Context: an optimization exercise on an open-source flow, tuned for small area, a short achievable clock period and few clock cycles. The choices shown serve that exercise and are no tape-out recipe.
The RTL of this run was laid out without a check of its function.

<file path="flow/config.mk">
export PLATFORM = sky130hd
export DESIGN_NAME = M1
export DESIGN_NICKNAME = M1
export VERILOG_FILES = /design/flow/design.v
export SDC_FILE = /design/flow/constraint.sdc
export NUM_CORES = 4
export LEC_CHECK = 0
export CAP_MARGIN = 20
export CORE_MARGIN = 2
export CORE_UTILIZATION = 45
export PLACE_DENSITY = 0.6
export SLEW_MARGIN = 20
</file>
<file path="flow/constraint.sdc">
create_clock -name core_clock -period 14.0 [get_ports {Clock}]
set_input_delay 2.8000 -clock core_clock [delete_from_list [all_inputs] [get_ports {Clock}]]
set_output_delay 2.8000 -clock core_clock [all_outputs]
set_load 0.01 [all_outputs]
</file>
<file path="flow/design.v">
`timescale 1ns/100ps
`default_nettype none
module M1 (
	input logic Clock,
	input logic resetn,
	input logic [15:0] SRAM_read_data,
	input logic start,
	output logic [17:0] SRAM_address,
	output logic done,
	output logic [15:0] SRAM_write_data,
	output logic SRAM_we_n
);
typedef enum logic[5:0] {
	M1_IDLE,
	leadIn_0,
	leadIn_1,
	leadIn_2,
	leadIn_3,
	leadIn_4,
	leadIn_5,
	leadIn_6,
	leadIn_7,
	leadIn_8,
	leadIn_9,
	cc_0,
	cc_1,
	cc_2,
	cc_3,
	cc_4,
	cc_5,
	leadOut_0,
	leadOut_1,
	leadOut_2,
	leadOut_3,
	leadOut_4,
	leadOut_5,
	leadOut_6,
	leadOut_7,
	leadOut_8,
	leadOut_9,
	leadOut_10,
	leadOut_11,
	leadOut_12,
	leadOut_13,
	leadOut_14,
	leadOut_15,
	leadOut_16,
	leadOut_17,
	leadOut_18,
	leadOut_19,
	leadOut_20,
	leadOut_21,
	leadOut_22,
	leadOut_23,
	leadOut_24,
	leadOut_25,
	leadOut_26,
	leadOut_27,
	leadOut_28,
	leadOut_29,
	leadOut_30,
	leadOut_31,
	leadOut_32,
	M1_finish
} M1_state_type;
M1_state_type M1_state;	
logic [7:0] u_minus_5;
logic [7:0] u_minus_3;
logic [7:0] u_minus_1;
logic [7:0] u_plus_1;
logic [7:0] u_plus_3;
logic [7:0] u_plus_5;
logic [7:0] v_minus_5;
logic [7:0] v_minus_3;
logic [7:0] v_minus_1;
logic [7:0] v_plus_1;
logic [7:0] v_plus_3;
logic [7:0] v_plus_5;
logic signed [31:0] u_odd_prime;	
logic signed [31:0] u_even_prime;	
logic signed [31:0] v_odd_prime;	
logic signed [31:0] v_even_prime;	
logic signed [31:0] R[1:0];
logic signed [31:0] G[1:0];
logic signed [31:0] B[1:0];
logic [7:0] R_write[1:0];
logic [7:0] G_write[1:0];
logic [7:0] B_write[1:0];
logic [15:0] u_buf;
logic [15:0] v_buf;
logic [15:0] y_buf;
logic signed [31:0] a00y_odd_buff;	
logic signed [31:0] Mult1_op_1;
logic signed [31:0] Mult1_op_2;
logic signed [31:0] Mult1_result;
logic signed [31:0] Mult2_op_1;
logic signed [31:0] Mult2_op_2;
logic signed [31:0] Mult2_result;
logic signed [31:0] Mult3_op_1;
logic signed [31:0] Mult3_op_2;
logic signed [31:0] Mult3_result;
logic signed [31:0] Mult4_op_1;
logic signed [31:0] Mult4_op_2;
logic signed [31:0] Mult4_result;
logic [17:0] u_address;
logic [17:0] v_address;
logic [17:0] y_address;
logic [17:0] rgb_address;
logic signed [31:0] uAC;
logic signed [31:0] vAC;
logic [31:0]cc_num;	
assign Mult1_result = Mult1_op_1*Mult1_op_2;
assign Mult2_result = Mult2_op_1*Mult2_op_2;
assign Mult3_result = Mult3_op_1*Mult3_op_2;
assign Mult4_result = Mult4_op_1*Mult4_op_2;
assign R_write[1] = (R[1][31]) ? 8'd0 : (|R[1][30:24]) ? 8'd255 : R[1][23:16];
assign R_write[0] = (R[0][31]) ? 8'd0 : (|R[0][30:24]) ? 8'd255 : R[0][23:16];
assign G_write[1] = (G[1][31]) ? 8'd0 : (|G[1][30:24]) ? 8'd255 : G[1][23:16];
assign G_write[0] = (G[0][31]) ? 8'd0 : (|G[0][30:24]) ? 8'd255 : G[0][23:16];
assign B_write[1] = (B[1][31]) ? 8'd0 : (|B[1][30:24]) ? 8'd255 : B[1][23:16];
assign B_write[0] = (B[0][31]) ? 8'd0 : (|B[0][30:24]) ? 8'd255 : B[0][23:16];
always @(posedge Clock or negedge resetn) begin
	if (~resetn)begin
		done <= 1'b0;
		u_minus_5 <= 8'd0;
		u_minus_3 <= 8'd0;
		u_minus_1 <= 8'd0;
		u_plus_1 <= 8'd0;
		u_plus_3 <= 8'd0;
		u_plus_5 <= 8'd0;
		v_minus_5 <= 8'd0;
		v_minus_3 <= 8'd0;
		v_minus_1 <= 8'd0;
		v_plus_1 <= 8'd0;
		v_plus_3 <= 8'd0;
		v_plus_5 <= 8'd0;
		u_even_prime <= 32'd0;	
		u_odd_prime <= 32'd0;	
		v_even_prime <= 32'd0;	
		v_odd_prime <= 32'd0;	
		R[0] <= 32'd0;
		R[1] <= 32'd0;
		G[0] <= 32'd0;
		G[1] <= 32'd0;
		B[0] <= 32'd0;
		B[1] <= 32'd0;
		u_buf <= 16'd0;
		v_buf <= 16'd0;
		y_buf <= 16'd0;
		a00y_odd_buff <= 32'd0;
		Mult1_op_1 <= 32'd0;
		Mult1_op_2 <= 32'd0;
		Mult2_op_1 <= 32'd0;
		Mult2_op_2 <= 32'd0;
		Mult3_op_1 <= 32'd0;
		Mult3_op_2 <= 32'd0;
		Mult4_op_1 <= 32'd0;
		Mult4_op_2 <= 32'd0;
		u_address <= 18'd38400;
		v_address <= 18'd57600;
		y_address <= 18'd0;
		rgb_address <= 18'd146944;
		uAC <= 32'd0;	
		vAC <= 32'd0; 
		cc_num <= 16'd0;	
		SRAM_we_n <= 1'b1;
		SRAM_address <= 18'd0;
		SRAM_write_data <= 16'd0;
		M1_state <= M1_IDLE;
	end 
	else begin
		case (M1_state)
			M1_IDLE: begin
				done <= 1'b0;
				if(start)begin
					M1_state <= leadIn_0;
					SRAM_we_n <= 1'b1;
					cc_num <= 2;
					u_address <= 18'd38400;
					v_address <= 18'd57600;
					y_address <= 18'd0;
					rgb_address <= 18'd146944;
				end
			end		 
			leadIn_0: begin
				SRAM_we_n <= 1'b1;
				SRAM_address <= u_address;
				u_address <= u_address + 1'd1;
				M1_state <= leadIn_1;		 
			end
			leadIn_1: begin
	           SRAM_address <= v_address;
				  v_address <= v_address + 1'd1;
				  M1_state <= leadIn_2;	
			end
			leadIn_2: begin	
				SRAM_address <= u_address;
				u_address <= u_address + 1'd1;
				M1_state <= leadIn_3;	
			end
			leadIn_3: begin
				SRAM_address <= v_address;
				v_address <= v_address + 1'd1;
				u_even_prime <= SRAM_read_data[15:8];	
				u_minus_5 <= SRAM_read_data[15:8];
				u_minus_3 <= SRAM_read_data[15:8];
				u_minus_1 <= SRAM_read_data[15:8];
				u_plus_1 <= SRAM_read_data[7:0];				  
				u_buf <= SRAM_read_data;
				M1_state <= leadIn_4;
			 end
			leadIn_4: begin
			     SRAM_address <= y_address;
				  y_address <= y_address + 1'd1;
				  v_even_prime <= SRAM_read_data[15:8];		
				  v_minus_5 <= SRAM_read_data[15:8];
				  v_minus_3 <= SRAM_read_data[15:8];
				  v_minus_1 <= SRAM_read_data[15:8];
				  v_plus_1   <= SRAM_read_data[7:0];
				  v_buf <= SRAM_read_data;
				  Mult1_op_1 <= u_minus_5;
				  Mult1_op_2 <= 21;
				  Mult2_op_1 <= u_minus_3;
				  Mult2_op_2 <= -52;
				  Mult3_op_1 <= u_minus_1;
				  Mult3_op_2 <= 159;
				  Mult4_op_1 <= u_plus_1;
				  Mult4_op_2 <= 159;
				  M1_state <= leadIn_5;
			 end
			leadIn_5: begin	
			     SRAM_address <= u_address;
				  u_address <= u_address + 1'd1;
				  uAC <= Mult1_result+Mult2_result+Mult3_result+Mult4_result;	
				  u_plus_3 <= SRAM_read_data[15:8];
         	  u_plus_5 <= SRAM_read_data[7:0];
				  u_buf <= SRAM_read_data;
				  Mult1_op_1 <= {24'd0, SRAM_read_data[15:8]};
				  Mult1_op_2 <= -52;
				  Mult2_op_1 <= {24'd0, SRAM_read_data[7:0]};
				  Mult2_op_2 <= 21;
				  Mult3_op_1 <= v_minus_5;
				  Mult3_op_2 <= 21;
				  Mult4_op_1 <= v_minus_3;
				  Mult4_op_2 <= -52;		
				  M1_state <= leadIn_6;		  
			 end
			leadIn_6: begin
			     SRAM_address <= v_address;
				  v_address <= v_address + 1'd1;
				  uAC <= (uAC+Mult1_result+Mult2_result+128)>>>8;	
				  vAC <= Mult3_result+Mult4_result;
				  v_plus_3 <= SRAM_read_data[15:8];
		        v_plus_5 <= SRAM_read_data[7:0];
				  v_buf <= SRAM_read_data;
				  Mult1_op_1 <= v_minus_1;
				  Mult1_op_2 <= 159;
				  Mult2_op_1 <= v_plus_1;
				  Mult2_op_2 <= 159;
				  Mult3_op_1 <= {24'd0, SRAM_read_data[15:8]};
				  Mult3_op_2 <= -52;
				  Mult4_op_1 <= {24'd0, SRAM_read_data[7:0]};
				  Mult4_op_2 <= 21;		
				  M1_state <= leadIn_7;
			 end
			 leadIn_7: begin
				y_buf <= SRAM_read_data;
				u_odd_prime <= uAC;
				vAC <= (vAC+Mult1_result+Mult2_result+Mult3_result+Mult4_result+128)>>>8;
				Mult1_op_1 <= {24'd0, SRAM_read_data[15:8]}-32'd16;
				Mult1_op_2 <= 76284;
				Mult2_op_1 <= v_even_prime-128;
				Mult2_op_2 <= 104595;
				Mult3_op_1 <= u_even_prime-128;
				Mult3_op_2 <= -25624;
				Mult4_op_1 <= v_even_prime-128;
				Mult4_op_2 <= -53281;					  
				M1_state <= leadIn_8;
			 end
			 leadIn_8: begin
				u_buf <= SRAM_read_data;
				v_odd_prime <= vAC;
				u_plus_3 <= u_plus_5;
				u_plus_1 <= u_plus_3;	
				u_minus_1 <= u_plus_1;
				u_minus_3 <= u_minus_1;
				u_minus_5 <= u_minus_3;
				u_plus_5 <= SRAM_read_data[15:8];
				Mult3_op_1 <= u_even_prime-128;
				Mult3_op_2 <= 132251;
				Mult4_op_1 <= y_buf[7:0]-16;
				Mult4_op_2 <= 76284;		
				R[1] <= (Mult1_result+Mult2_result);
				G[1] <= (Mult1_result+Mult3_result+Mult4_result);
				M1_state <= leadIn_9;
			 end
			 leadIn_9: begin
					SRAM_address <= y_address;
					y_address <= y_address+1'd1;
					v_buf <= SRAM_read_data;
					v_minus_5 <= v_minus_3;
					v_minus_3 <= v_minus_1;
					v_minus_1 <= v_plus_1;
					v_plus_1 <= v_plus_3;		
					v_plus_3 <= v_plus_5;
					v_plus_5 <= SRAM_read_data[15:8];
					Mult1_op_1 <= v_odd_prime-128;
					Mult1_op_2 <= 104595;
					Mult2_op_1 <= u_odd_prime-128;
					Mult2_op_2 <= -25624;
					Mult3_op_1 <= v_odd_prime-128;
					Mult3_op_2 <= -53281;
					Mult4_op_1 <= u_odd_prime-128;
					Mult4_op_2 <= 132251;	
					a00y_odd_buff <= Mult4_result;
					B[1] <= (Mult1_result+Mult3_result);
					M1_state <= cc_0;
			 end
			 cc_0:begin
				SRAM_address <= rgb_address;
				rgb_address <= rgb_address+1'd1;
				SRAM_we_n <= 1'b0;
				SRAM_write_data[15:8] <= R_write[1];
				SRAM_write_data[7:0] <= G_write[1];
				R[0] <= (a00y_odd_buff+Mult1_result);
				G[0] <= (a00y_odd_buff+Mult2_result+Mult3_result);
				B[0] <= (a00y_odd_buff+Mult4_result);
				Mult1_op_1 <= u_minus_5;
				Mult1_op_2 <= 21;
				Mult2_op_1 <= u_minus_3;
				Mult2_op_2 <= -52;
				Mult3_op_1 <= u_minus_1;
				Mult3_op_2 <= 159;
				Mult4_op_1 <= u_plus_1;
				Mult4_op_2 <= 159;
				if(cc_num%2 == 1'd1)begin
					u_buf <= SRAM_read_data;
				end
				M1_state <= cc_1;
			 end
			cc_1:begin
				SRAM_address <= rgb_address;
				rgb_address <= rgb_address+1'd1;
				SRAM_write_data[15:8] <= B_write[1];
				SRAM_write_data[7:0] <= R_write[0];
				u_even_prime <= u_minus_1;
				v_even_prime <= v_minus_1;
				uAC <= Mult1_result+Mult2_result+Mult3_result+Mult4_result;	
				Mult1_op_1 <= u_plus_3;
				Mult1_op_2 <= -52;
				Mult2_op_1 <= u_plus_5;
				Mult2_op_2 <= 21;
				Mult3_op_1 <= v_minus_5;
				Mult3_op_2 <= 21;
				Mult4_op_1 <= v_minus_3;
				Mult4_op_2 <= -52;		
				M1_state <= leadIn_6;		
				if(cc_num%2 == 1'd1)begin
					v_buf <= SRAM_read_data;
				end
				M1_state <= cc_2;
			end
			cc_2:begin
				SRAM_address <= rgb_address;
				rgb_address <= rgb_address+1'd1;
				SRAM_write_data[15:8] <= G_write[0];
				SRAM_write_data[7:0] <= B_write[0];
				y_buf <= SRAM_read_data;
				u_odd_prime <= (uAC+Mult1_result+Mult2_result+128)>>>8;
				vAC <= Mult3_result+Mult4_result;
				Mult1_op_1 <= v_minus_1;
				Mult1_op_2 <= 159;
				Mult2_op_1 <= v_plus_1;
				Mult2_op_2 <= 159;
				Mult3_op_1 <= v_plus_3;
				Mult3_op_2 <= -52;
				Mult4_op_1 <= v_plus_5;
				Mult4_op_2 <= 21;		
				M1_state <= cc_3;
			end
			 cc_3:begin
				if(cc_num%2 != 1'd1)begin
					SRAM_address <= u_address;
					u_address <= u_address+1'd1;
				end
				v_odd_prime <= (vAC+Mult1_result+Mult2_result+Mult3_result+Mult4_result+128)>>>8;
				Mult1_op_1 <= {24'd0, y_buf[15:8]}-32'd16;
				Mult1_op_2 <= 76284;
				Mult2_op_1 <= v_even_prime-128;
				Mult2_op_2 <= 104595;
				Mult3_op_1 <= u_even_prime-128;
				Mult3_op_2 <= -25624;
				Mult4_op_1 <= v_even_prime-128;
				Mult4_op_2 <= -53281;		
				SRAM_we_n <= 1'b1;
				M1_state <= cc_4;
			 end
			  cc_4:begin
				  if(cc_num%2 != 1'd1)begin
						SRAM_address <= v_address;
						v_address <= v_address+1'd1;
				  end
					u_minus_5 <= u_minus_3;
					u_minus_3 <= u_minus_1;
					u_minus_1 <= u_plus_1;
					u_plus_1 <= u_plus_3;		
					u_plus_3 <= u_plus_5;
					if(cc_num%2 == 1'd1)begin
						u_plus_5 <= u_buf[15:8];
					end 
					else begin
						u_plus_5 <= u_buf[7:0];
					end
					v_minus_5 <= v_minus_3;
					v_minus_3 <= v_minus_1;
					v_minus_1 <= v_plus_1;
					v_plus_1 <= v_plus_3;		
					v_plus_3 <= v_plus_5;
					if(cc_num%2 == 1'd1)begin
						v_plus_5 <= v_buf[15:8];
					end
					else begin
						v_plus_5 <= v_buf[7:0];
					end
					R[1] <= (Mult1_result+Mult2_result);
					G[1] <= (Mult1_result+Mult3_result+Mult4_result);
					Mult3_op_1 <= u_even_prime-128;
					Mult3_op_2 <= 132251;
					Mult4_op_1 <= {24'd0,y_buf[7:0]} - 32'd16;
					Mult4_op_2 <= 76284;	
					M1_state <= cc_5;
			  end
			 cc_5:begin
				SRAM_address <= y_address;
				y_address <= y_address+1'd1;
				Mult1_op_1 <= v_odd_prime-128;
				Mult1_op_2 <= 104595;
				Mult2_op_1 <= u_odd_prime-128;
				Mult2_op_2 <= -25624;
				Mult3_op_1 <= v_odd_prime-128;
				Mult3_op_2 <= -53281;
				Mult4_op_1 <= u_odd_prime-128;
				Mult4_op_2 <= 132251;	
				a00y_odd_buff <= Mult4_result;
				B[1] <= (Mult1_result+Mult3_result);
				cc_num <= cc_num+1'd1;
				if(cc_num == 155)begin
					M1_state <= leadOut_0;
				end
				else begin
					M1_state <= cc_0;
				end
			 end
			 leadOut_0:begin
				SRAM_address <= rgb_address;
				rgb_address <= rgb_address+1'd1;
				SRAM_we_n <= 1'b0;
				SRAM_write_data[15:8] <= R_write[1];
				SRAM_write_data[7:0] <= G_write[1];
				R[0] <= a00y_odd_buff+Mult1_result;
				G[0] <= a00y_odd_buff+Mult2_result+Mult3_result;
				B[0] <= a00y_odd_buff+Mult4_result;
				Mult1_op_1 <= u_minus_5;
				Mult1_op_2 <= 21;
				Mult2_op_1 <= u_minus_3;
				Mult2_op_2 <= -52;
				Mult3_op_1 <= u_minus_1;
				Mult3_op_2 <= 159;
				Mult4_op_1 <= u_plus_1;
				Mult4_op_2 <= 159;
				M1_state <= leadOut_1;
			 end
			 leadOut_1:begin
				SRAM_address <= rgb_address;
				rgb_address <= rgb_address+1'd1;
				SRAM_write_data[15:8] <= B_write[1];
				SRAM_write_data[7:0] <= R_write[0];
				u_even_prime <= u_minus_1;
				v_even_prime <= v_minus_1;
				uAC <= Mult1_result+Mult2_result+Mult3_result+Mult4_result;	
				Mult1_op_1 <= u_plus_3;
				Mult1_op_2 <= -52;
				Mult2_op_1 <= u_plus_5;
				Mult2_op_2 <= 21;
				Mult3_op_1 <= v_minus_5;
				Mult3_op_2 <= 21;
				Mult4_op_1 <= v_minus_3;
				Mult4_op_2 <= -52;			
				M1_state <= leadOut_2;
			 end
			 leadOut_2:begin
				SRAM_address <= rgb_address;
				rgb_address <= rgb_address+1'd1;
				SRAM_write_data[15:8] <= G_write[0];
				SRAM_write_data[7:0] <= B_write[0];
				y_buf <= SRAM_read_data;
				u_odd_prime <= (uAC+Mult1_result+Mult2_result+128)>>>8;
				vAC <= Mult3_result+Mult4_result;
				Mult1_op_1 <= v_minus_1;
				Mult1_op_2 <= 159;
				Mult2_op_1 <= v_plus_1;
				Mult2_op_2 <= 159;
				Mult3_op_1 <= v_plus_3;
				Mult3_op_2 <= -52;
				Mult4_op_1 <= v_plus_5;
				Mult4_op_2 <= 21;		
				M1_state <= leadOut_3;
			 end
			 leadOut_3:begin
				v_odd_prime <= (vAC+Mult1_result+Mult2_result+Mult3_result+Mult4_result+128)>>>8;
				Mult1_op_1 <= {24'd0, y_buf[15:8]}-32'd16;
				Mult1_op_2 <= 76284;
				Mult2_op_1 <= v_even_prime-128;
				Mult2_op_2 <= 104595;
				Mult3_op_1 <= u_even_prime-128;
				Mult3_op_2 <= -25624;
				Mult4_op_1 <= v_even_prime-128;
				Mult4_op_2 <= -53281;		
				SRAM_we_n <= 1'b1;
				M1_state <= leadOut_4;
			 end
			 leadOut_4:begin
				u_minus_5 <= u_minus_3;
				u_minus_3 <= u_minus_1;
				u_minus_1 <= u_plus_1;
				u_plus_1 <= u_plus_3;		
				u_plus_3 <= u_plus_5;
				u_plus_5 <= u_buf[7:0];
				v_minus_5 <= v_minus_3;
				v_minus_3 <= v_minus_1;
				v_minus_1 <= v_plus_1;
				v_plus_1 <= v_plus_3;		
				v_plus_3 <= v_plus_5;
				v_plus_5 <= v_buf[7:0];
				R[1] <= Mult1_result+Mult2_result;
				G[1] <= Mult1_result+Mult3_result+Mult4_result;
				Mult3_op_1 <= u_even_prime-128;
				Mult3_op_2 <= 132251;
				Mult4_op_1 <= {24'd0,y_buf[7:0]} - 32'd16;
				Mult4_op_2 <= 76284;	
				M1_state <= leadOut_5;
			 end
			 leadOut_5:begin
				SRAM_address <= y_address;
				y_address <= y_address+1'd1;
				Mult1_op_1 <= v_odd_prime-128;
				Mult1_op_2 <= 104595;
				Mult2_op_1 <= u_odd_prime-128;
				Mult2_op_2 <= -25624;
				Mult3_op_1 <= v_odd_prime-128;
				Mult3_op_2 <= -53281;
				Mult4_op_1 <= u_odd_prime-128;
				Mult4_op_2 <= 132251;	
				a00y_odd_buff <= Mult4_result;
				B[1] <= Mult1_result+Mult3_result;
				M1_state <= leadOut_6;
			 end
			 leadOut_6:begin
				SRAM_address <= rgb_address;
				rgb_address <= rgb_address+1'd1;
				SRAM_we_n <= 1'b0;
				SRAM_write_data[15:8] <= R_write[1];
				SRAM_write_data[7:0] <= G_write[1];
				R[0] <= a00y_odd_buff+Mult1_result;
				G[0] <= a00y_odd_buff+Mult2_result+Mult3_result;
				B[0] <= a00y_odd_buff+Mult4_result;
				Mult1_op_1 <= u_minus_5;
				Mult1_op_2 <= 21;
				Mult2_op_1 <= u_minus_3;
				Mult2_op_2 <= -52;
				Mult3_op_1 <= u_minus_1;
				Mult3_op_2 <= 159;
				Mult4_op_1 <= u_plus_1;
				Mult4_op_2 <= 159;
				M1_state <= leadOut_7;
			 end
			 leadOut_7:begin
				SRAM_address <= rgb_address;
				rgb_address <= rgb_address+1'd1;
				SRAM_write_data[15:8] <= B_write[1];
				SRAM_write_data[7:0] <= R_write[0];
				u_even_prime <= u_minus_1;
				v_even_prime <= v_minus_1;
				uAC <= Mult1_result+Mult2_result+Mult3_result+Mult4_result;	
				Mult1_op_1 <= u_plus_3;
				Mult1_op_2 <= -52;
				Mult2_op_1 <= u_plus_5;
				Mult2_op_2 <= 21;
				Mult3_op_1 <= v_minus_5;
				Mult3_op_2 <= 21;
				Mult4_op_1 <= v_minus_3;
				Mult4_op_2 <= -52;			
				M1_state <= leadOut_8;
			 end
			 leadOut_8:begin
				SRAM_address <= rgb_address;
				rgb_address <= rgb_address+1'd1;
				SRAM_write_data[15:8] <= G_write[0];
				SRAM_write_data[7:0] <= B_write[0];
				y_buf <= SRAM_read_data;
				u_odd_prime <= (uAC+Mult1_result+Mult2_result+128)>>>8;
				vAC <= Mult3_result+Mult4_result;
				Mult1_op_1 <= v_minus_1;
				Mult1_op_2 <= 159;
				Mult2_op_1 <= v_plus_1;
				Mult2_op_2 <= 159;
				Mult3_op_1 <= v_plus_3;
				Mult3_op_2 <= -52;
				Mult4_op_1 <= v_plus_5;
				Mult4_op_2 <= 21;		
				M1_state <= leadOut_9;
			 end
			 leadOut_9:begin
				v_odd_prime <= (vAC+Mult1_result+Mult2_result+Mult3_result+Mult4_result+128)>>>8;
				Mult1_op_1 <={24'd0, y_buf[15:8]}-32'd16;
				Mult1_op_2 <= 76284;
				Mult2_op_1 <= v_even_prime-128;
				Mult2_op_2 <= 104595;
				Mult3_op_1 <= u_even_prime-128;
				Mult3_op_2 <= -25624;
				Mult4_op_1 <= v_even_prime-128;
				Mult4_op_2 <= -53281;		
				SRAM_we_n <= 1'b1;
				M1_state <= leadOut_10;
			 end
			  leadOut_10:begin
					u_minus_5 <= u_minus_3;
					u_minus_3 <= u_minus_1;
					u_minus_1 <= u_plus_1;
					u_plus_1 <= u_plus_3;		
					u_plus_3 <= u_plus_5;
					v_minus_5 <= v_minus_3;
					v_minus_3 <= v_minus_1;
					v_minus_1 <= v_plus_1;
					v_plus_1 <= v_plus_3;		
					v_plus_3 <= v_plus_5;
					R[1] <= Mult1_result+Mult2_result;
					G[1] <= Mult1_result+Mult3_result+Mult4_result;
					Mult3_op_1 <= u_even_prime-128;
					Mult3_op_2 <= 132251;
					Mult4_op_1 <= {24'd0,y_buf[7:0]} - 32'd16;
					Mult4_op_2 <= 76284;	
					M1_state <= leadOut_11;
			  end
			 leadOut_11:begin
			   SRAM_address <= y_address;
				y_address <= y_address+1'd1;
				Mult1_op_1 <= v_odd_prime-128;
				Mult1_op_2 <= 104595;
				Mult2_op_1 <= u_odd_prime-128;
				Mult2_op_2 <= -25624;
				Mult3_op_1 <= v_odd_prime-128;
				Mult3_op_2 <= -53281;
				Mult4_op_1 <= u_odd_prime-128;
				Mult4_op_2 <= 132251;	
				a00y_odd_buff <= Mult4_result;
				B[1] <= Mult1_result+Mult3_result;
				M1_state <= leadOut_12;
			 end
			 leadOut_12:begin
				SRAM_address <= rgb_address;
				rgb_address <= rgb_address+1'd1;
				SRAM_we_n <= 1'b0;
				SRAM_write_data[15:8] <= R_write[1];
				SRAM_write_data[7:0] <= G_write[1];
				R[0] <= a00y_odd_buff+Mult1_result;
				G[0] <= a00y_odd_buff+Mult2_result+Mult3_result;
				B[0] <= a00y_odd_buff+Mult4_result;
				Mult1_op_1 <= u_minus_5;
				Mult1_op_2 <= 21;
				Mult2_op_1 <= u_minus_3;
				Mult2_op_2 <= -52;
				Mult3_op_1 <= u_minus_1;
				Mult3_op_2 <= 159;
				Mult4_op_1 <= u_plus_1;
				Mult4_op_2 <= 159;
				M1_state <= leadOut_13;
			 end
			 leadOut_13:begin
				SRAM_address <= rgb_address;
				rgb_address <= rgb_address+1'd1;
				SRAM_write_data[15:8] <= B_write[1];
				SRAM_write_data[7:0] <= R_write[0];
				u_even_prime <= u_minus_1;
				v_even_prime <= v_minus_1;
				uAC <= Mult1_result+Mult2_result+Mult3_result+Mult4_result;	
				Mult1_op_1 <= u_plus_3;
				Mult1_op_2 <= -52;
				Mult2_op_1 <= u_plus_5;
				Mult2_op_2 <= 21;
				Mult3_op_1 <= v_minus_5;
				Mult3_op_2 <= 21;
				Mult4_op_1 <= v_minus_3;
				Mult4_op_2 <= -52;			
				M1_state <= leadOut_14;
			 end
			 leadOut_14:begin
				SRAM_address <= rgb_address;
				rgb_address <= rgb_address+1'd1;
				SRAM_write_data[15:8] <= G_write[0];
				SRAM_write_data[7:0] <= B_write[0];
				y_buf <= SRAM_read_data;
				u_odd_prime <= (uAC+Mult1_result+Mult2_result+128)>>>8;
				vAC <= Mult3_result+Mult4_result;
				Mult1_op_1 <= v_minus_1;
				Mult1_op_2 <= 159;
				Mult2_op_1 <= v_plus_1;
				Mult2_op_2 <= 159;
				Mult3_op_1 <= v_plus_3;
				Mult3_op_2 <= -52;
				Mult4_op_1 <= v_plus_5;
				Mult4_op_2 <= 21;		
				M1_state <= leadOut_15;
			 end
			 leadOut_15:begin
				v_odd_prime <= (vAC+Mult1_result+Mult2_result+Mult3_result+Mult4_result+128)>>>8;
				Mult1_op_1 <={24'd0, y_buf[15:8]}-32'd16;
				Mult1_op_2 <= 76284;
				Mult2_op_1 <= v_even_prime-128;
				Mult2_op_2 <= 104595;
				Mult3_op_1 <= u_even_prime-128;
				Mult3_op_2 <= -25624;
				Mult4_op_1 <= v_even_prime-128;
				Mult4_op_2 <= -53281;		
				SRAM_we_n <= 1'b1;
				M1_state <= leadOut_16;
			 end
			 leadOut_16:begin
				u_minus_5 <= u_minus_3;
				u_minus_3 <= u_minus_1;
				u_minus_1 <= u_plus_1;
				u_plus_1 <= u_plus_3;		
				u_plus_3 <= u_plus_5;
				v_minus_5 <= v_minus_3;
				v_minus_3 <= v_minus_1;
				v_minus_1 <= v_plus_1;
				v_plus_1 <= v_plus_3;		
				v_plus_3 <= v_plus_5;
				R[1] <= Mult1_result+Mult2_result;
				G[1] <= Mult1_result+Mult3_result+Mult4_result;
				Mult3_op_1 <= u_even_prime-128;
				Mult3_op_2 <= 132251;
				Mult4_op_1 <= {24'd0,y_buf[7:0]} - 32'd16;
				Mult4_op_2 <= 76284;	
				M1_state <= leadOut_17;
			 end
			 leadOut_17:begin
				SRAM_address <= y_address;
				y_address <= y_address+1'd1;
				Mult1_op_1 <= v_odd_prime-128;
				Mult1_op_2 <= 104595;
				Mult2_op_1 <= u_odd_prime-128;
				Mult2_op_2 <= -25624;
				Mult3_op_1 <= v_odd_prime-128;
				Mult3_op_2 <= -53281;
				Mult4_op_1 <= u_odd_prime-128;
				Mult4_op_2 <= 132251;	
				a00y_odd_buff <= Mult4_result;
				B[1] <= Mult1_result+Mult3_result;
				M1_state <= leadOut_18;
			 end
			 leadOut_18:begin
				SRAM_address <= rgb_address;
				rgb_address <= rgb_address+1'd1;
				SRAM_we_n <= 1'b0;
				SRAM_write_data[15:8] <= R_write[1];
				SRAM_write_data[7:0] <= G_write[1];
				R[0] <= a00y_odd_buff+Mult1_result;
				G[0] <= a00y_odd_buff+Mult2_result+Mult3_result;
				B[0] <= a00y_odd_buff+Mult4_result;
				Mult1_op_1 <= u_minus_5;
				Mult1_op_2 <= 21;
				Mult2_op_1 <= u_minus_3;
				Mult2_op_2 <= -52;
				Mult3_op_1 <= u_minus_1;
				Mult3_op_2 <= 159;
				Mult4_op_1 <= u_plus_1;
				Mult4_op_2 <= 159;
				M1_state <= leadOut_19;
			 end
			 leadOut_19:begin
				SRAM_address <= rgb_address;
				rgb_address <= rgb_address+1'd1;
				SRAM_write_data[15:8] <= B_write[1];
				SRAM_write_data[7:0] <= R_write[0];
				u_even_prime <= u_minus_1;
				v_even_prime <= v_minus_1;
				uAC <= Mult1_result+Mult2_result+Mult3_result+Mult4_result;	
				Mult1_op_1 <= u_plus_3;
				Mult1_op_2 <= -52;
				Mult2_op_1 <= u_plus_5;
				Mult2_op_2 <= 21;
				Mult3_op_1 <= v_minus_5;
				Mult3_op_2 <= 21;
				Mult4_op_1 <= v_minus_3;
				Mult4_op_2 <= -52;			
				M1_state <= leadOut_20;
			 end
			 leadOut_20:begin
				SRAM_address <= rgb_address;
				rgb_address <= rgb_address+1'd1;
				SRAM_write_data[15:8] <= G_write[0];
				SRAM_write_data[7:0] <= B_write[0];
				y_buf <= SRAM_read_data;
				u_odd_prime <= (uAC+Mult1_result+Mult2_result+128)>>>8;
				vAC <= Mult3_result+Mult4_result;
				Mult1_op_1 <= v_minus_1;
				Mult1_op_2 <= 159;
				Mult2_op_1 <= v_plus_1;
				Mult2_op_2 <= 159;
				Mult3_op_1 <= v_plus_3;
				Mult3_op_2 <= -52;
				Mult4_op_1 <= v_plus_5;
				Mult4_op_2 <= 21;		
				M1_state <= leadOut_21;
			 end
			 leadOut_21:begin
				v_odd_prime <= (vAC+Mult1_result+Mult2_result+Mult3_result+Mult4_result+128)>>>8;
				Mult1_op_1 <= {24'd0, y_buf[15:8]}-32'd16;
				Mult1_op_2 <= 76284;
				Mult2_op_1 <= v_even_prime-128;
				Mult2_op_2 <= 104595;
				Mult3_op_1 <= u_even_prime-128;
				Mult3_op_2 <= -25624;
				Mult4_op_1 <= v_even_prime-128;
				Mult4_op_2 <= -53281;		
				SRAM_we_n <= 1'b1;
				M1_state <= leadOut_22;
			 end
			 leadOut_22:begin
				u_minus_5 <= u_minus_3;
				u_minus_3 <= u_minus_1;
				u_minus_1 <= u_plus_1;
				u_plus_1 <= u_plus_3;		
				u_plus_3 <= u_plus_5;
				v_minus_5 <= v_minus_3;
				v_minus_3 <= v_minus_1;
				v_minus_1 <= v_plus_1;
				v_plus_1 <= v_plus_3;		
				v_plus_3 <= v_plus_5;
				R[1] <= Mult1_result+Mult2_result;
				G[1] <= Mult1_result+Mult3_result+Mult4_result;
				Mult3_op_1 <= u_even_prime-128;
				Mult3_op_2 <= 132251;
				Mult4_op_1 <= {24'd0,y_buf[7:0]} - 32'd16;
				Mult4_op_2 <= 76284;	
				M1_state <= leadOut_23;
			 end
			 leadOut_23:begin
				SRAM_address <= y_address;
				y_address <= y_address+1'd1;
				Mult1_op_1 <= v_odd_prime-128;
				Mult1_op_2 <= 104595;
				Mult2_op_1 <= u_odd_prime-128;
				Mult2_op_2 <= -25624;
				Mult3_op_1 <= v_odd_prime-128;
				Mult3_op_2 <= -53281;
				Mult4_op_1 <= u_odd_prime-128;
				Mult4_op_2 <= 132251;	
				a00y_odd_buff <= Mult4_result;
				B[1] <= Mult1_result+Mult3_result;
				M1_state <= leadOut_24;
			 end
			 leadOut_24:begin
				SRAM_address <= rgb_address;
				rgb_address <= rgb_address+1'd1;
				SRAM_we_n <= 1'b0;
				SRAM_write_data[15:8] <= R_write[1];
				SRAM_write_data[7:0] <= G_write[1];
				R[0] <= a00y_odd_buff+Mult1_result;
				G[0] <= a00y_odd_buff+Mult2_result+Mult3_result;
				B[0] <= a00y_odd_buff+Mult4_result;
				Mult1_op_1 <= u_minus_5;
				Mult1_op_2 <= 21;
				Mult2_op_1 <= u_minus_3;
				Mult2_op_2 <= -52;
				Mult3_op_1 <= u_minus_1;
				Mult3_op_2 <= 159;
				Mult4_op_1 <= u_plus_1;
				Mult4_op_2 <= 159;
				M1_state <= leadOut_25;
			 end
			 leadOut_25:begin
				SRAM_address <= rgb_address;
				rgb_address <= rgb_address+1'd1;
				SRAM_write_data[15:8] <= B_write[1];
				SRAM_write_data[7:0] <= R_write[0];
				u_even_prime <= u_minus_1;
				v_even_prime <= v_minus_1;
				uAC <= Mult1_result+Mult2_result+Mult3_result+Mult4_result;	
				Mult1_op_1 <= u_plus_3;
				Mult1_op_2 <= -52;
				Mult2_op_1 <= u_plus_5;
				Mult2_op_2 <= 21;
				Mult3_op_1 <= v_minus_5;
				Mult3_op_2 <= 21;
				Mult4_op_1 <= v_minus_3;
				Mult4_op_2 <= -52;			
				M1_state <= leadOut_26;
			 end
			 leadOut_26:begin
				SRAM_address <= rgb_address;
				rgb_address <= rgb_address+1'd1;
				SRAM_write_data[15:8] <= G_write[0];
				SRAM_write_data[7:0] <= B_write[0];
				y_buf <= SRAM_read_data;
				u_odd_prime <= (uAC+Mult1_result+Mult2_result+128)>>>8;
				vAC <= Mult3_result+Mult4_result;
				Mult1_op_1 <= v_minus_1;
				Mult1_op_2 <= 159;
				Mult2_op_1 <= v_plus_1;
				Mult2_op_2 <= 159;
				Mult3_op_1 <= v_plus_3;
				Mult3_op_2 <= -52;
				Mult4_op_1 <= v_plus_5;
				Mult4_op_2 <= 21;		
				M1_state <= leadOut_27;
			 end
			 leadOut_27:begin
				v_odd_prime <= (vAC+Mult1_result+Mult2_result+Mult3_result+Mult4_result+128)>>>8;
				Mult1_op_1 <= {24'd0, y_buf[15:8]}-32'd16;
				Mult1_op_2 <= 76284;
				Mult2_op_1 <= v_even_prime-128;
				Mult2_op_2 <= 104595;
				Mult3_op_1 <= u_even_prime-128;
				Mult3_op_2 <= -25624;
				Mult4_op_1 <= v_even_prime-128;
				Mult4_op_2 <= -53281;		
				SRAM_we_n <= 1'b1;
				M1_state <= leadOut_28;
			 end
			leadOut_28:begin
				R[1] <= Mult1_result+Mult2_result;
				G[1] <= Mult1_result+Mult3_result+Mult4_result;
				Mult3_op_1 <= u_even_prime-128;
				Mult3_op_2 <= 132251;
				Mult4_op_1 <= {24'd0,y_buf[7:0]} - 32'd16;
				Mult4_op_2 <= 76284;	
				M1_state <= leadOut_29;
			 end
			 leadOut_29:begin
				Mult1_op_1 <= v_odd_prime-128;
				Mult1_op_2 <= 104595;
				Mult2_op_1 <= u_odd_prime-128;
				Mult2_op_2 <= -25624;
				Mult3_op_1 <= v_odd_prime-128;
				Mult3_op_2 <= -53281;
				Mult4_op_1 <= u_odd_prime-128;
				Mult4_op_2 <= 132251;	
				a00y_odd_buff <= Mult4_result;
				B[1] <= Mult1_result+Mult3_result;
				M1_state <= leadOut_30;
			 end
			 leadOut_30:begin
				SRAM_address <= rgb_address;
				rgb_address <= rgb_address+1'd1;
				SRAM_we_n <= 1'b0;
				SRAM_write_data[15:8] <= R_write[1];
				SRAM_write_data[7:0] <= G_write[1];
				R[0] <= a00y_odd_buff+Mult1_result;
				G[0] <= a00y_odd_buff+Mult2_result+Mult3_result;
				B[0] <= a00y_odd_buff+Mult4_result;
				M1_state <= leadOut_31;
			 end
			 leadOut_31:begin
				SRAM_address <= rgb_address;
				rgb_address <= rgb_address+1'd1;
				SRAM_write_data[15:8] <= B_write[1];
				SRAM_write_data[7:0] <= R_write[0];	
				M1_state <= leadOut_32;
			 end
			 leadOut_32:begin
				SRAM_address <= rgb_address;
				rgb_address <= rgb_address+1'd1;
				SRAM_write_data[15:8] <= G_write[0];
				SRAM_write_data[7:0] <= B_write[0];
				if(y_address >= 38400)begin
					M1_state <= M1_finish;
				end else begin
					M1_state <= leadIn_0;
					cc_num <= 2;
				end
			 end
			 M1_finish:begin
				SRAM_we_n <= 1'b1;
				done <= 1'b1;
				M1_state <= M1_IDLE;
			 end
			endcase
	end
end
endmodule
</file>
<file path="flow/run.sh">
#!/bin/bash
# synth_recipe.tcl (not shown) runs the flow's synth.tcl, then flattens the netlist and writes it again
# the make line also repeats each setting of config.mk as NAME=value (left out here)
make -C /OpenROAD-flow-scripts/flow DESIGN_CONFIG=/design/flow/config.mk WORK_HOME=/design/flow/orfs CLKGATE_MAP_FILE= SYNTH_SCRIPT=/design/flow/synth_recipe.tcl finish
</file>
==> reports/summary.md <==
Clock tree
• Clk Latency, worst-skew pair: 0.74 ns
• clock slew seen by the registers of the worst setup and hold paths: 0.06 ns
• buffer depth of the longest clock path: 3
• post-CTS repair timing setup buffer count: 0
• cell chosen for the clock root: sky130_fd_sc_hd__clkbuf_16
• total CTS buffers: 85
• clock sink total: 727
• number of instances resized during post-cts repair: 0
• Hold-fix buffers, CTS: 0
• CTS H-Tree Depth: 3
• TritonCTS clock tree: built

Route
• via density per instance: 5.55
• number of detailed-route iterations in the first pass: 10
• wire per inst: 24.2 µm
• total via count in the routed design: 81800
• post-detailed-routing wire length: 357000 µm
• DRC errors left: 0
• initial DRC count: 7479
• count of antenna-violating nets left after detailed routing: 0

Timing
• fmax: 78.8 MHz
• Slew headroom: 0.110
• Period Utilization, post-route: 0.907
• final count of hold timing violations: 0
• skew final: 0.0789 ns
• Min Clock Period, post-route: 12.70 ns
• number of setup violations in the final report: 0
• post-route setup TNS: 0 ns
• worst hold margin: 0.468 ns
• final max-slew violation count: 0
• setup repair after global routing missed its margin: no
• transition time of the tightest slew-check pin: 1.32 ns

Cells and area
• Fillers: 22500
• most common library cell in the layout ignoring fill and taps: sky130_fd_sc_hd__inv_1
• proportion of layout cells with a drive suffix above 1: 0.0474
• commonest cells after routing, fill and taps aside: sky130_fd_sc_hd__inv_1 (2372), sky130_fd_sc_hd__fa_1 (1756), sky130_fd_sc_hd__nand2_1 (1252), sky130_fd_sc_hd__ha_1 (959), sky130_fd_sc_hd__dfrtp_1 (705)
• nets: 14200
• Layout Utilization: 0.485
• post-route standard cell area excluding fillers: 115000 µm²
• area growth from synthesis to layout: 7.19%

Status
• result of the run: complete, no violations

Logic synthesis
• flip-flop and latch count after synthesis: 727
• asr flop ratio synth: 1.00
• portion of the post-synthesis area used by sequential elements: 0.169
• mean instance size in the synthesized netlist: 9.29 µm²
• number of distinct standard cells referenced by the synthesized netlist: 105
• synthesized netlist cell count: 11600
• nets in the synthesized netlist: 14300
• synth warn: 7
• count of flip-flops with a built-in enable after synthesis: 0
• area of the mapped netlist: 108000 µm²
• Main synth FF type: sky130_fd_sc_hd__dfrtp_1

Global routing
• global-route total usage across every layer: 0.298
• antenna violations before repair: 16
• maximum number of pins on one net before global-route repair: 132
• vias in the first global route: 86100
• first-pass GRT wire length: 546000 µm
• total gr overflow: 0

Setup path
• endpoint arrival time on the critical path: 13.22 ns
• element type at the critical path end: flop
• most repeated library cell on the critical path: sky130_fd_sc_hd__fa_1
• slowest cell delay on critical path: 0.97 ns
• cell with the biggest individual delay on the critical path: sky130_fd_sc_hd__xor2_1
• required arrival time at the worst endpoint: 14.53 ns
• critical-path maximum fanout: 40
• Worst Path Class, Setup: flop to flop
• category of the worst setup path launch point: flop

Die
• Initial Utilization: 0.453
• Site Rows: 179
• die outline height: 493 µm
• area of the die: 243000 µm²
• chip width: 493 µm
• Std-Cell Core Area: 238000 µm²
• I/O pin total: 55

Placement
• final weighted congestion in routability-driven placement: 0.991
• Cell Area, Placed: 112000 µm²
• detailed placer's ending HPWL: 297000 µm
• number of buffers inserted by port buffering: 54

Run
• number of max-cap violations: 0

Min path
• path class of the lowest-slack min-delay path: flop to flop

## final cells by class
| class | instances | area (µm²) | area share |
|---|---|---|---|
| tap | 3167 | 3960 | 0.0343 |
| sequential | 727 | 18200 | 0.158 |
| timing repair buffer | 253 | 2060 | 0.0179 |
| inverter | 2373 | 8910 | 0.0772 |
| clock buffer | 111 | 2400 | 0.0208 |
| multi-input combinational | 8050 | 79200 | 0.686 |
| antenna | 6 | 15.0 | 0.000130 |
| clock inverter | 48 | 648 | 0.00562 |
## cell families (layout without fill, tap and decap cells)
family | after synthesis | in the layout | share of synthesized area
AOI/OAI and AO/OA | 1708 | 1708 | 0.105
xor gates and xnor gates | 658 | 658 | 0.0547
adders and majority gates | 2716 | 2716 | 0.438
buffers and inverters | 2809 | 2785 | 0.0983
DFF | 727 | 727 | 0.169
muxes | 71 | 71 | 0.00723
other | 0 | 6 | 0
and+or+nand+nor | 2897 | 2897 | 0.127
## stage by stage
step,cells,setup slack [ns]
floorplan,11600,2.99
global placement,14600,1.44
detailed placement,14600,1.39
CTS,14700,1.27
global route,14700,0.516
finish,14700,1.30
## registers in the layout (all words and copies together) (netlist names), 16 cells and up
register         count
B                   32
G                   32
y_address           18
v_odd_prime         32
cc_num              32
Mult1_op_1          32
a00y_odd_buff       32
Mult2_op_1          32
v_address           18
v_buf               16
y_buf               16
SRAM_address        18
u_buf               16
uAC                 32
SRAM_write_data     16
u_odd_prime         32
u_address           18
Mult3_op_1          32
R                   32
vAC                 32
rgb_address         18
Mult4_op_1          32
## synthesized netlist by cell type, types with 240 or more instances
| master | number | area (µm²) |
|---|---|---|
| sky130_fd_sc_hd__clkbuf_1 | 375 | 1410 |
| sky130_fd_sc_hd__nand2_1 | 1255 | 4710 |
| sky130_fd_sc_hd__o21ai_0 | 439 | 2200 |
| sky130_fd_sc_hd__ha_1 | 959 | 12000 |
| sky130_fd_sc_hd__xor2_1 | 240 | 2100 |
| sky130_fd_sc_hd__a21oi_1 | 397 | 1990 |
| sky130_fd_sc_hd__xnor2_1 | 408 | 3570 |
| sky130_fd_sc_hd__inv_1 | 2372 | 8900 |
| sky130_fd_sc_hd__nor2_1 | 444 | 1670 |
| sky130_fd_sc_hd__dfrtp_1 | 712 | 17800 |
| sky130_fd_sc_hd__and2_1 | 627 | 3920 |
| sky130_fd_sc_hd__fa_1 | 1756 | 35200 |
## critical path, delay by kind of cell (launching register included)
kind	cells	cell delay, ns
xor gates and xnor gates	2	1.43
adders and majority gates	13	5.58
buffers and inverters	7	0.87
AOI/OAI and AO/OA	10	2.48
and+or+nand+nor	6	1.20
DFF	1	0.93
## worst paths after layout
check | from | endpoint | slack (ns) | cells after the start
worst max-delay path | Mult1_op_2[3] | v_odd_prime[23] | 1.30 | 38
max in group asynchronous | resetn | u_buf[13] | 9.62 | 3
worst max register to register | Mult1_op_2[3] | v_odd_prime[23] | 1.30 | 38
worst min-delay path | G[1][24] | G[1][24] | 0.47 | 2
min in group asynchronous | resetn | R[0][25] | 2.12 | 1
worst min register to register | G[1][24] | G[1][24] | 0.47 | 2
## per-layer routing
layer  global-route usage  vias to the layer above  part of all wire  wire length (µm)
li1                     -                    36300                 -                 -
met1                0.427                    41800              0.44            158000
met2                0.447                     3094              0.43            154000
met3               0.0554                      653             0.077             27700
met4                0.120                       16             0.050             17800
met5                    0                        -           0.00029               103

-- what the ideal ports hide --
The flow's constraints put no driver on any port. The routed layout listed below was extracted and timed again, unchanged, in two steps.
Step 1 sets driving cells, clkbuf_16 on the clock port and buf_2 on the other inputs (assumed; they add their load-dependent delay and slew).
Step 2 moves the port delays by t, midway between the first and last clock arrival at a register: inputs arrive t later, outputs are due t later. That takes back most of the time a late clock gives input paths.
Three values: ideal ports, drivers, drivers and shift; two values: the first two.
t, ns: 0.773
slack for setup (ns): 1.303 / 1.303 / 1.303
worst data-port slew with drivers (ns): 0.23
After both steps this run still meets setup and hold. The setup slack of this run moves by 0.000 ns with the drivers and by 0.000 ns with both steps.
